Background: an optimization exercise with open tools, aiming at small area, a short achievable clock period and few clock cycles. Do not read the settings as production practice. The RTL was checked by simulation tests, not by an equivalence proof against the original design. No driver is modelled on the clock port, so clocking that relies on it looks cheaper here than on a real chip.

==> flow/design.v (excerpt) <==
module BAS(input clk, input reset, input [8:0]count, input [8:0]seed1, input [8:0]seed2, input [15:0]xi, input [15:0]yi, input [15:0]P, input [15:0]E, output [15:0]xo, output [15:0]yo, output [15:0]fo, output [31:0]clk_cnt, output reg done);
    localparam K_NONE = 3'd0, K_INIT = 3'd1, K_R = 3'd2, K_L = 3'd3, K_T0 = 3'd4, K_T1 = 3'd5;
    reg [15:0] x, y, p, e;
    reg [14:0] f;
    reg [8:0] cnt, itc;
    reg [1:0] pc;                        
    reg act;                             
    reg [1:0] k;                         
    wire s0 = act & (k == 2'd0), s1 = act & (k == 2'd1);
    wire s2 = act & (k == 2'd2), s3 = act & (k == 2'd3);
    wire [15:0] dx, dy, ndx, ndy;
    twin_lfsr lfsr(clk, reset, s3, seed1, seed2, dx, dy, ndx, ndy);
    wire useE = s0 | s1;
    wire useY = (pc == 2'd1) | s1 | s3;
    wire [15:0] ma = useE ? e : p;
    wire [15:0] d = (s2 | s3) ? (useY ? ndy : ndx) : (useY ? dy : dx);
    wire [15:0] mp;
    Bfloat16_mul m1(ma, {1'b0, d[14:0]}, mp);
    reg [14:0] opa, opb, opc, opd;       
    reg [2:0] k1, k2;                    
    reg [14:0] fr;                       
    reg [15:0] x1, y1, xsel, ysel;
    reg sg;
    reg pend;                            
    reg [1:0] c0, c1;                    
    wire [1:0] cs = sg ? c1 : c0;
    wire pred = cs[1];                   
    wire last = (itc + 9'd1 == cnt);
    wire ini = (pc == 2'd2);
    wire pe = s0 | s1;
    wire nz = pe ? (p[14:0] != 15'd0) : (e[14:0] != 15'd0);
    wire neg = s1 | s2;
    wire [14:0] ox = pe ? opa : opc;
    wire [14:0] oy = pe ? opb : opd;
    wire [15:0] sx = {nz & ((pe ? p[15] ^ dx[15] : e[15]) ^ neg), ox};
    wire [15:0] sy = {nz & ((pe ? p[15] ^ dy[15] : e[15]) ^ neg), oy};
    wire [15:0] ax, ay;
    wire usel = pend & pred;             
    wire [15:0] xs = usel ? xsel : x;
    wire [15:0] ys = usel ? ysel : y;
    bf_add_slow a1(xs, sx, ini, ax);
    bf_add_slow a2(ys, sy, ini, ay);
    wire [2:0] k0 = ini ? K_INIT : s0 ? K_R : s1 ? K_L : s2 ? K_T1 : s3 ? K_T0 : K_NONE;
    wire [15:0] u, v;
    fitness_lin lin(x1, y1, u, v);
    reg [15:0] u2, v2;
    wire [14:0] fs;
    fitness_sq sq(u2, v2, fs);
    wire sgn = !(fr > fs);               
  ...
==> flow/config.mk <==
export PLATFORM = sky130hd
export DESIGN_NAME = BAS
export DESIGN_NICKNAME = BAS
export VERILOG_FILES = /design/flow/design.v
export SDC_FILE = /design/flow/constraint.sdc
export NUM_CORES = 8
export LEC_CHECK = 0
export ABC_AREA = 1
export CAP_MARGIN = 20
export CORE_MARGIN = 2
export CORE_UTILIZATION = 60
export CTS_CLUSTER_DIAMETER = 120
export CTS_CLUSTER_SIZE = 24
export GPL_TIMING_DRIVEN = 0
export SLEW_MARGIN = 20
==> flow/constraint.sdc <==
create_clock -name core_clock -period 72.0 [get_ports {clk}]
set_input_delay 14.4000 -clock core_clock [delete_from_list [all_inputs] [get_ports {clk}]]
set_output_delay 14.4000 -clock core_clock [all_outputs]
set_load 0.01 [all_outputs]
standard.sh (not shown) runs the stock make flow with config.mk's settings and CLKGATE_MAP_FILE= SYNTH_SCRIPT=/design/flow/synth_recipe.tcl, a recipe that flattens the netlist after the stock synthesis.
==> flow/flow/run.sh <==
#!/bin/bash
# The standard layout, except:
# - synthesis maps all the logic with the ABC script flow/area.abc, in place
#   of ORFS's area script and without first mapping adders to full/half-adder
#   cells (ADDER_MAP_FILE empty); otherwise synth_recipe.tcl unchanged;
# - plain buf_1 cells as the port buffers;
# - timing repair aiming at 56.2 ns of setup slack, and after CTS a repair
#   of the paths from the inputs only (flow/io_repair.tcl).
set -euo pipefail
W=$PWD
cat > "$W/flow_synth.tcl" <<TCL
proc abc {args} {
  set i [lsearch -exact \$args -script]
  if {\$i >= 0} { lset args [expr {\$i + 1}] $W/flow/area.abc }
  yosys abc {*}\$args
}
source $W/synth_recipe.tcl
TCL
bash standard.sh "SYNTH_SCRIPT=$W/flow_synth.tcl" ADDER_MAP_FILE= "BUFFER_PORTS_ARGS=-buffer_cell sky130_fd_sc_hd__buf_1" SETUP_SLACK_MARGIN=56.2 "POST_CTS_TCL=$W/flow/io_repair.tcl" finish > standard.log 2>&1
==> flow/flow/area.abc <==
strash
ifraig
dc2
dch -f
amap -m
topo
stime -c
buffer -c
upsize -c -D 12500
dnsize -c -D 12500
==> flow/flow/io_repair.tcl <==
# Run after CTS (POST_CTS_TCL): a timing repair of the paths from the inputs
# to the registers only, aiming at 56.9 ns of slack; the other paths are left
# to the standard repair. The false paths are set for this repair only and
# removed again before the design is written.
set_false_path -from [all_registers] -to [all_registers]
set_false_path -to [all_outputs]
repair_timing -setup -setup_margin 56.9 -verbose
sta::unset_path_exceptions -from [all_registers] -to [all_registers]
sta::unset_path_exceptions -to [all_outputs]
detailed_placement
check_placement -verbose
estimate_parasitics -placement
report_worst_slack -max
Testbench counts at the start, summed over its fixed seeds: cycles 200,424.
Next try:
CTS_BUF_LIST = sky130_fd_sc_hd__clkbuf_4 sky130_fd_sc_hd__clkbuf_8   (was unset)
CTS_CLUSTER_DIAMETER = 80   (was 120)
CTS_CLUSTER_SIZE = 16   (was 24)
GPL_TIMING_DRIVEN = unset   (was 0)
=> Die area stays the same; synthesized cell count does not change; final area decreases by about 2%; cell count shrinks by about 1.7%; global-route usage drops by 2.7 points; routed wire length shrinks by 6.6%.
Next try:
CTS_BUF_LIST = unset   (was sky130_fd_sc_hd__clkbuf_4 sky130_fd_sc_hd__clkbuf_8)
CTS_CLUSTER_DIAMETER = 120   (was 80)
CTS_CLUSTER_SIZE = 24   (was 16)
GPL_ROUTABILITY_DRIVEN = 0   (was unset)
Non-clock buffer count drops by 8.
Clock skew climbs by 0.013 ns.
Fmax climbs by about 0.5%.
First-iteration DRC count drops by about 17%.
Critical path depth is unchanged.
Cell count drops by about 0.46%.
Area after synthesis stays the same.
Next try:
CORE_UTILIZATION = 50   (was 60)
GPL_ROUTABILITY_DRIVEN = unset   (was 0)
The new run completed with no timing, DRC or antenna violations; flip-flop and latch count is unchanged; routed wire length increases by 4.5%; worst setup slack got worse by 0.035 ns; via count decreases by 1.3%.
Next try:
==> flow/flow/area.abc (replaced) <==
strash
ifraig
dc2
dch -f
amap -m
topo
stime -c
buffer -c
upsize -c -D 13500
dnsize -c -D 13500
CORE_UTILIZATION = 60   (was 50)
The new run went through all stages and came out clean.
Worst setup slack gets better by 0.0081 ns.
First-iteration DRC count rose by 24%.
Global-route usage goes up by 5.1 points.
Die area goes down by 18%.
Maximum frequency hardly moves.
Count of clock-buffer cells in the layout falls by 2.
Utilization increases by 12 points.
Sequential cell count does not change.

==> what the ideal ports hide <==
How much do the figures lean on ideal ports? The routed layouts below were timed once more, with nothing changed but the port constraints.
Step 1, drivers: a clkbuf_16 drives clk and a buf_2 each remaining input, both assumed.
Step 2 also shifts input and output timing later by t, the mid clock arrival at the registers, as if the neighbouring blocks saw the same clock.
Three values: ideal, step 1, step 2; two values: the first two.
run | t (ns) | slack for setup (ns) | worst setup path at the end
the first run | 0.597 | 56.402 / 56.338 / 56.155 | input to register
the second run | 0.670 | 56.343 / 56.285 / 56.205 | input to register
the third run | 0.579 | 56.420 / 56.359 / 56.272 | input to register
the fourth run | 0.594 | 56.385 / 56.325 / 56.351 | input to register
the fifth run | 0.607 | 56.393 / 56.328 / 56.164 | input to register
After both steps every run listed still meets setup and hold. The setup slack of the first run, which loses most, moves by -0.064 ns with the drivers and by -0.247 ns with both steps.
